This is an optimization exercise on Yosys and OpenROAD, whose aim is small area, not a production implementation.
Only the layout flow was run in this run; the RTL was not checked for function there.
Power figures rest on the tool's default switching activity, not on a simulated workload.

[constraint.sdc]
create_clock -name core_clock -period 5.0 [get_ports {clk}]
set_input_delay 1.0000 -clock core_clock [delete_from_list [all_inputs] [get_ports {clk}]]
set_output_delay 1.0000 -clock core_clock [all_outputs]
set_load 0.01 [all_outputs]
[run.sh]
#!/bin/bash
# synth_recipe.tcl (not shown) runs the flow's synth.tcl, then flattens the netlist and writes it again
# the make line also repeats each setting of config.mk as NAME=value (left out here)
make -C /OpenROAD-flow-scripts/flow DESIGN_CONFIG=/design/flow/config.mk WORK_HOME=/design/flow/orfs CLKGATE_MAP_FILE= SYNTH_SCRIPT=/design/flow/synth_recipe.tcl finish
[design.v]
`default_nettype none
module led_rca #(parameter N = 8) (
	input [N-1:0] a,
	input [N-1:0] b,
	input ci,
	output [N-1:0] s,
	output co
);
	wire [N:0] c;
	assign c[0] = ci;
	genvar i;
	generate for (i = 0; i < N; i = i + 1) begin : g
		assign s[i] = a[i] ^ b[i] ^ c[i];
		assign c[i+1] = (a[i] & b[i]) | (c[i] & (a[i] ^ b[i]));
	end endgenerate
	assign co = c[N];
endmodule
module led_pdm #(parameter LO = 8) (
	input clk,
	input rst,                 
	input rst_d,               
	input [LO-1:0] lvl_lo,     
	input ci_lo,
	input [15-LO:0] lvl_hi,    
	output co
);
	reg [LO-1:0] acc_lo;
	reg [15-LO:0] acc_hi;
	reg c_mid;
	wire [LO-1:0] s_lo;
	wire [15-LO:0] s_hi;
	wire c_lo;
	led_rca #(LO) add_lo (acc_lo, lvl_lo, ci_lo, s_lo, c_lo);
	led_rca #(16-LO) add_hi (acc_hi, lvl_hi, c_mid, s_hi, co);
	always @(posedge clk) begin
		acc_lo <= rst ? {LO{1'b0}} : s_lo;
		c_mid <= c_lo;
		acc_hi <= rst_d ? {(16-LO){1'b0}} : s_hi;
	end
endmodule
module led_cycler(
	input clk,
	input rst,
	input rst_d,
	input tick_d,
	output [2:0] rgb
);
parameter SOFFSET = 0;
parameter SSTART = 0;
	localparam LO = 8;
	localparam [16:0] FIRST_END = 17'd65536 - SOFFSET;
	reg [16:0] q;
	reg [1:0] ph;
	reg first;
	wire done = first ? (q == FIRST_END) : q[16];
	wire [17:0] ic;
	wire [16:0] qinc;
	assign ic[0] = 1'b1;
	genvar i;
	generate for (i = 0; i < 17; i = i + 1) begin : ginc
		assign qinc[i] = q[i] ^ ic[i];
		assign ic[i+1] = q[i] & ic[i];
	end endgenerate
	reg [16:0] q_n;
	reg [1:0] ph_n;
	reg first_n;
	always @(*) begin
		q_n = q;
		ph_n = ph;
		first_n = first;
		if (rst_d) begin
			q_n = 17'd0;
			ph_n = SSTART;
			first_n = 1'b1;
		end else if (tick_d) begin
			if (done) begin
				q_n = 17'd0;
				ph_n = (ph == 2'd2) ? 2'd0 : ph + 2'd1;
				first_n = 1'b0;
			end else begin
				q_n = qinc;
			end
		end
	end
	always @(posedge clk) begin
		q <= q_n;
		ph <= ph_n;
		first <= first_n;
	end
	wire [2:0] up_n = {ph_n == 2'd0, ph_n == 2'd2, ph_n == 2'd1};
	wire [2:0] dn_n = {ph_n == 2'd1, ph_n == 2'd0, ph_n == 2'd2};
	wire [2:0] up = {ph == 2'd0, ph == 2'd2, ph == 2'd1};
	wire [2:0] dn = {ph == 2'd1, ph == 2'd0, ph == 2'd2};
	wire zf = first & ~|q[15:0];
	wire [2:0] co;
	genvar k;
	generate for (k = 0; k < 3; k = k + 1) begin : gp
		wire [LO-1:0] lvl_lo = {LO{up_n[k]}} & q_n[LO-1:0] | {LO{dn_n[k]}} & ~q_n[LO-1:0];
		wire [15-LO:0] lvl_hi = {(16-LO){up[k]}} & q[15:LO] | {(16-LO){dn[k]}} & ~q[15:LO];
		led_pdm #(LO) pdm (clk, rst, rst_d, lvl_lo, dn_n[k] & first_n, lvl_hi, co[k]);
	end endgenerate
	assign rgb = co & {3{~zf}};
endmodule
module rgb_led(
	input  clk,
	input  rst,
	input  tick,
	output [10:0] ledc,
	output [2:0] leda
);
	reg rst_d, tick_d;
	always @(posedge clk) begin
		rst_d <= rst;
		tick_d <= tick;
	end
	wire [2:0] c0, c1, c2, c3, c4, c5, c6, c7, c8, c9, c10;
	led_cycler #(.SOFFSET(0),     .SSTART(0)) ledcyc0  (clk, rst, rst_d, tick_d, c0);
	led_cycler #(.SOFFSET(17873), .SSTART(0)) ledcyc1  (clk, rst, rst_d, tick_d, c1);
	led_cycler #(.SOFFSET(35746), .SSTART(0)) ledcyc2  (clk, rst, rst_d, tick_d, c2);
	led_cycler #(.SOFFSET(53619), .SSTART(0)) ledcyc3  (clk, rst, rst_d, tick_d, c3);
	led_cycler #(.SOFFSET(5957),  .SSTART(1)) ledcyc4  (clk, rst, rst_d, tick_d, c4);
	led_cycler #(.SOFFSET(23830), .SSTART(1)) ledcyc5  (clk, rst, rst_d, tick_d, c5);
	led_cycler #(.SOFFSET(41704), .SSTART(1)) ledcyc6  (clk, rst, rst_d, tick_d, c6);
	led_cycler #(.SOFFSET(59577), .SSTART(1)) ledcyc7  (clk, rst, rst_d, tick_d, c7);
	led_cycler #(.SOFFSET(11915), .SSTART(2)) ledcyc8  (clk, rst, rst_d, tick_d, c8);
	led_cycler #(.SOFFSET(29788), .SSTART(2)) ledcyc9  (clk, rst, rst_d, tick_d, c9);
	led_cycler #(.SOFFSET(47661), .SSTART(2)) ledcyc10 (clk, rst, rst_d, tick_d, c10);
	wire [10:0] lcred = {c10[1], c9[1], c8[1], c7[1], c6[1], c5[1], c4[1], c3[1], c2[1], c1[1], c0[1]};
	wire [10:0] lcgrn = {c10[0], c9[0], c8[0], c7[0], c6[0], c5[0], c4[0], c3[0], c2[0], c1[0], c0[0]};
	wire [10:0] lcblu = {c10[2], c9[2], c8[2], c7[2], c6[2], c5[2], c4[2], c3[2], c2[2], c1[2], c0[2]};
	wire [10:0] ledir = lcred | {11{rst_d}};
	wire [10:0] ledig = lcgrn | {11{rst_d}};
	wire [10:0] ledib = lcblu | {11{rst_d}};
	reg [9:0] timer;
	reg [1:0] col;
	reg [10:0] led_out_latch;
	always @(posedge clk) begin
		if (rst) begin
			timer <= 0;
			col <= 2'd3;
			led_out_latch <= 0;
		end else begin
			timer <= timer + 1'b1;
			case (col)
				2'd3: col <= 2'd0;
				2'd0: if (timer == 0) col <= 2'd1;
				2'd1: if (timer == 0) col <= 2'd2;
				default: if (timer == 0) col <= 2'd0;
			endcase
			case (col)
				2'd1: begin
					led_out_latch[0] <= ledig[0];
					led_out_latch[1] <= ledig[1];
					led_out_latch[2] <= ledig[2];
					led_out_latch[3] <= ledig[3];
					led_out_latch[4] <= ledig[4];
					led_out_latch[5] <= ledig[5];
					led_out_latch[6] <= ledig[6];
					led_out_latch[7] <= ledir[7];
					led_out_latch[8] <= ledir[8];
					led_out_latch[9] <= ledig[9];
					led_out_latch[10] <= ledig[10];
				end
				2'd2: begin
					led_out_latch[0] <= ledib[0];
					led_out_latch[1] <= ledir[1];
					led_out_latch[2] <= ledib[2];
					led_out_latch[3] <= ledir[3];
					led_out_latch[4] <= ledib[4];
					led_out_latch[5] <= ledir[5];
					led_out_latch[6] <= ledir[6];
					led_out_latch[7] <= ledib[7];
					led_out_latch[8] <= ledib[8];
					led_out_latch[9] <= ledib[9];
					led_out_latch[10] <= ledib[10];
				end
				default: begin
					led_out_latch[0] <= ledir[0];
					led_out_latch[1] <= ledib[1];
					led_out_latch[2] <= ledir[2];
					led_out_latch[3] <= ledib[3];
					led_out_latch[4] <= ledir[4];
					led_out_latch[5] <= ledib[5];
					led_out_latch[6] <= ledib[6];
					led_out_latch[7] <= ledig[7];
					led_out_latch[8] <= ledig[8];
					led_out_latch[9] <= ledir[9];
					led_out_latch[10] <= ledir[10];
				end
			endcase
		end
	end
	assign ledc = led_out_latch;
	assign leda = {col == 2'd2, col == 2'd1, col[1] == col[0]};
endmodule  
[config.mk]
export PLATFORM = sky130hd
export DESIGN_NAME = rgb_led
export DESIGN_NICKNAME = rgb_led
export VERILOG_FILES = /design/flow/design.v
export SDC_FILE = /design/flow/constraint.sdc
export NUM_CORES = 4
export LEC_CHECK = 0
export CAP_MARGIN = 20
export CORE_MARGIN = 2
export CORE_UTILIZATION = 40
export PLACE_DENSITY = 0.6
export SLEW_MARGIN = 20
==> run notes <==
[power groups by stage]
stage	clock network, W	logic [W]	registers, W
2_1_floorplan	0	0.00184	0.00735
3_3_place_gp	0	0.00261	0.00738
3_5_place_dp	0	0.00267	0.00739
4_1_cts	0.00734	0.00280	0.00727
5_1_grt	0.00758	0.00327	0.00733
6_report	0.00712	0.00280	0.00726
[kinds of logic (layout without fill, tap and decap cells)]
logic type	after synthesis	after routing	share of synthesized area, %
compound gates	338	338	4.34
mux	271	271	5.87
simple gates	1557	1557	15.2
xor+xnor	298	298	5.50
fa+ha+maj	714	714	27.2
buf+inv	995	1441	8.01
flops	806	806	34.0
[worst reg2reg max path, delay by kind of cell, from the launching register on]
family,cells,cell delay (ns)
flip-flops,1,0.32
adder cells (fa/ha/maj),8,2.60
AO/OA/AOI/OAI,1,0.40
AND/OR/NAND/NOR,4,1.34
XOR/XNOR,1,0.16
buffers and inverters,4,0.31
[Yosys cell counts (all sizes together) (5+ instances only)]
library cell and number:
nand2b 154, nor4 32, or4 10, nand4b 5, inv 681, fa 528, buf 68, o221ai 5
and3 15, or2 8, o41ai 5, nor2 773, mux2 62, o211ai 5, a21oi 145, xor2 120
mux2i 209, ha 186, a221o 7, o21ai 83, dfxtp 806, a211oi 21, a211o 5, nand3 30
a22o 6, or3 24, nor2b 140, a31oi 7, nor3 38, a22oi 6, xnor2 178, clkbuf 245
and2 11, nor4b 9, nand4 19, nand2 271, a21o 8
[worst paths after layout]
| check | slack [ns] | to |
|---|---|---|
| worst max-delay path | -0.26 | ledcyc8.gp[2].pdm.acc_lo[7] |
| worst min-delay path | 0.45 | timer[0] |
| worst max register to register | -0.26 | ledcyc8.gp[2].pdm.acc_lo[7] |
| worst min register to register | 0.45 | timer[0] |
[stage by stage]
step | util (%) | total power [W] | area [um^2] | setup WS [ns] | TNS (ns)
3_3_place_gp | 44.7 | 0.00999 | 52700 | -0.314 | -4.09
6_report | 49.0 | 0.0172 | 57800 | -0.257 | -0.897
3_5_place_dp | 44.7 | 0.0101 | 52700 | -0.407 | -6.35
2_1_floorplan | - | 0.00920 | 48400 | -0.123 | -0.588
5_1_grt | 49.0 | 0.0182 | 57800 | -0.406 | -4.67
4_1_cts | 48.4 | 0.0174 | 57100 | -0.267 | -1.48
[placed cells by master, fill, tap and decap left out, types with 13 or more instances in the layout]
| master | n |
|---|---|
| sky130_fd_sc_hd__inv_1 | 579 |
| sky130_fd_sc_hd__dfxtp_2 | 37 |
| sky130_fd_sc_hd__nor4_1 | 21 |
| sky130_fd_sc_hd__nand2b_1 | 152 |
| sky130_fd_sc_hd__clkbuf_16 | 97 |
| sky130_fd_sc_hd__buf_6 | 31 |
| sky130_fd_sc_hd__nor2_1 | 764 |
| sky130_fd_sc_hd__clkbuf_1 | 23 |
| sky130_fd_sc_hd__a211oi_1 | 18 |
| sky130_fd_sc_hd__buf_4 | 532 |
| sky130_fd_sc_hd__ha_1 | 177 |
| sky130_fd_sc_hd__o21ai_1 | 13 |
| sky130_fd_sc_hd__mux2i_1 | 198 |
| sky130_fd_sc_hd__nand3_1 | 28 |
| sky130_fd_sc_hd__mux2_2 | 60 |
| sky130_fd_sc_hd__and3_1 | 14 |
| sky130_fd_sc_hd__or3_1 | 20 |
| sky130_fd_sc_hd__fa_1 | 304 |
| sky130_fd_sc_hd__o21ai_0 | 57 |
| sky130_fd_sc_hd__nor2b_1 | 130 |
| sky130_fd_sc_hd__xor2_1 | 119 |
| sky130_fd_sc_hd__nand2_1 | 252 |
| sky130_fd_sc_hd__clkinv_2 | 14 |
| sky130_fd_sc_hd__clkbuf_8 | 19 |
| sky130_fd_sc_hd__clkdlybuf4s50_1 | 15 |
| sky130_fd_sc_hd__nand4_1 | 19 |
| sky130_fd_sc_hd__nand2_2 | 17 |
| sky130_fd_sc_hd__nor3_1 | 31 |
| sky130_fd_sc_hd__fa_2 | 224 |
| sky130_fd_sc_hd__xnor2_1 | 167 |
| sky130_fd_sc_hd__inv_2 | 97 |
| sky130_fd_sc_hd__dfxtp_1 | 762 |
| sky130_fd_sc_hd__a21oi_1 | 131 |
[layout make-up]
| class | instances | area (um^2) |
|---|---|---|
| repair buffers | 592 | 4760 |
| flip-flops and latches | 806 | 16200 |
| multi-input cells | 3178 | 29200 |
| clock inverters | 28 | 419 |
| clock buffers | 139 | 2780 |
| well taps | 1536 | 1920 |
| inverters | 682 | 2580 |
| fillers | 10900 | 60100 |
[routing by layer]
| layer | global-route usage, % | part of all wire (%) | up-vias |
|---|---|---|---|
| li1 | - | - | 16100 |
| met1 | 22.7 | 47 | 15800 |
| met2 | 27.9 | 47 | 332 |
| met3 | 2.38 | 2.9 | 156 |
| met4 | 4.98 | 2.5 | 0 |
| met5 | 0 | 0 | - |
[what timing repair did]
action / in CTS / in global routing
cloned: 0 / 0
pin swaps: 192 / 159
endpoints found under the hold margin: 0 / 0
resized for setup: 215 / 189
setup endpoints to repair: 37 / 47
buffers inserted: 76 / 27
==> Implementation_results.wiki <==
{| class="wikitable"
! Metric !! Value
|-
| Worst ir drop on vdd || 0.294 mV
|-
| Startpoint of the worst-slack reg-to-reg timing path || ledcyc8.q[13]
|-
| Number of enable-type register cells in the synthesized netlist || 0
|-
| Area Growth Syn to Fin || 21.7%
|-
| Mean cell area of the mapped netlist || 9.54 um^2
|-
| Share of synthesized registers carrying an async set or reset || 0%
|-
| FF+latch count, synth || 806
|-
| Setup violations, final || 8
|-
| Crit path max fanout || 4
|-
| Final clock period utilization by the worst path || 105%
|-
| Number of H-tree levels || 3
|-
| Global placement routability congestion || 0.834
|-
| Core footprint || 0.118 mm^2
|-
| Antenna violations before repair || 0
|-
| Critical path, cell by cell || or4_4 -> buf_6 -> o41ai_4 -> nand2_1 -> xor2_1 -> or4_4 -> fa_2 -> fa_2 -> fa_2 -> fa_2 -> fa_2 -> inv_2 -> fa_2 -> inv_2 -> fa_2 -> inv_2 -> fa_1 -> nor2b_1
|-
| Wire length of the first global-routing pass || 169000 um
|-
| Unique cell type count in the Yosys netlist || 85
|-
| Number of detailed-routing iterations run before antenna repair || 5
|-
| Delay of the slowest cell on the worst path || 0.55 ns
|-
| Part of the Yosys area used for sequential elements || 34.0%
|-
| Slowest stage cell on the critical path || sky130_fd_sc_hd__or4_4
|-
| Layout Check Failures || negative setup slack
|-
| Fmax || 190 MHz
|-
| Clock root buffer || sky130_fd_sc_hd__clkbuf_16
|-
| Final critical-path setup slack || -0.257 ns
|-
| Final net count || 6070
|-
| Clock insertion delay at the later pin of the skew report || 0.66 ns
|-
| Worst-case hold slack || 0.454 ns
|-
| Floorplan die height || 349 um
|-
| Final hold violation count || 0
|-
| DP Cell Count || 6697
|-
| Critical path launch point type || flip-flop
|-
| Startpoint of the most critical setup path || ledcyc8.q[13]
|-
| Share of power burned in registers || 42.3%
|-
| Die span in x || 349 um
|-
| Startpoint of the most critical hold path || timer[0]
|-
| Sw frac || 26.4%
|-
| Status || complete, but fails checks
|-
| Most frequently used flop master after synthesis || sky130_fd_sc_hd__dfxtp_1
|-
| Detailed-placement wirelength estimate || 70500 um
|-
| Power per unit of standard cell area || 297 mW/mm^2
|-
| WP depth || 18
|-
| Most area-hungry cell type in the Yosys netlist || sky130_fd_sc_hd__dfxtp_1
|-
| GRT Overall Usage || 16.8%
|-
| Worst path required time || 5.54 ns
|-
| Category of the most critical setup path || flip-flop to flip-flop
|-
| Initial DRC count || 1324
|-
| Total leakage power || 24.5 nW
|-
| Clock skew || 0.0251 ns
|-
| Pin count of the biggest net entering global routing || 88
|-
| Num CTS Buffers || 93
|-
| Sinks on the clock net || 806
|-
| CTS tree || built
|-
| Buf/Inv on CP || 4
|-
| Part of the power in combinational logic || 16.3%
|-
| Initial Util || 40.3%
|-
| Minimum clock period || 5.26 ns
|-
| YS warnings || 13
|-
| Total overflow reported by the global router || 0
|-
| Final Non-Filler Cells || 6961
|-
| Max-cap viol count || 0
|-
| Area of the mapped netlist || 0.0475 mm^2
|-
| Biggest area contributors in the synthesized netlist || sky130_fd_sc_hd__dfxtp_1, sky130_fd_sc_hd__fa_1, sky130_fd_sc_hd__nor2_1
|-
| Depth of the worst register-to-register path || 18
|-
| Synthesized netlist net count || 5696
|-
| Number of hold buffers added after CTS || 0
|-
| Clock network power share || 41.5%
|-
| Final routed wirelength across all metal layers || 99400 um
|-
| Vias per std cell || 4.65
|-
| Slew at the pin closest to its max-slew limit || 0.721 ns
|-
| Cell mode on critical path || sky130_fd_sc_hd__fa_2
|-
| Family with the most delay on the worst path || adder cells
|-
| Final Slew Violations || 0
|-
| Fraction of final layout cells with drive strength greater than 1 || 24.5%
|-
| Cell Rows || 126
|-
| DRC viols || 0
|-
| Synthesized netlist cell count || 4979
|-
| Top cell type's share of synthesized area || 34.0%
|-
| Crit path capture type || flip-flop
|-
| Slew Limit Headroom || 52.0%
|-
| PortBufs || 16
|-
| RSZ-0062 raised after global routing || yes
|-
| Routed vias || 32400
|-
| Worst Hold Class || flip-flop to flip-flop
|-
| Clk slew on worst S/H paths || 0.06 ns
|-
| Count of boundary I/O pins || 17
|-
| Die ar. || 0.122 mm^2
|-
| Pint || 0.0127 W
|-
| Number of buffers on the longest clock path || 3
|-
| ANT nets after route || 0
|-
| Sw power || 0.00453 W
|-
| Number of antenna diodes || 0
|-
| Routed wire per std cell || 14.3 um
|-
| Min-Delay Path Depth || 1
|-
| Vias in the first global route || 33900
|-
| Arrival time worst endpoint || 5.80 ns
|}

[static timing again, ports no longer ideal]
The flow's constraints put no driver on any port. The routed layout listed below was extracted and timed again, unchanged, in two steps.
Step 1: set_driving_cell puts a clkbuf_16 on clk and a buf_2 on each other input, an assumption about the parent block.
Step 2 also shifts input and output timing later by t, the mid clock arrival at the registers, as if the neighbouring blocks saw the same clock.
Three values: ideal, step 1, step 2; two values: the first two.
t, ns: 0.717
setup slack, ns: -0.257 / -0.257 / -0.257
hold WS [ns]: 0.454 / 0.454 / 0.454
worst setup path after step 2: register to register
slew at the worst register clock pin (ns): 0.06 / 0.06
The setup slack of this run moves by 0.000 ns with the drivers and by 0.000 ns with both steps.
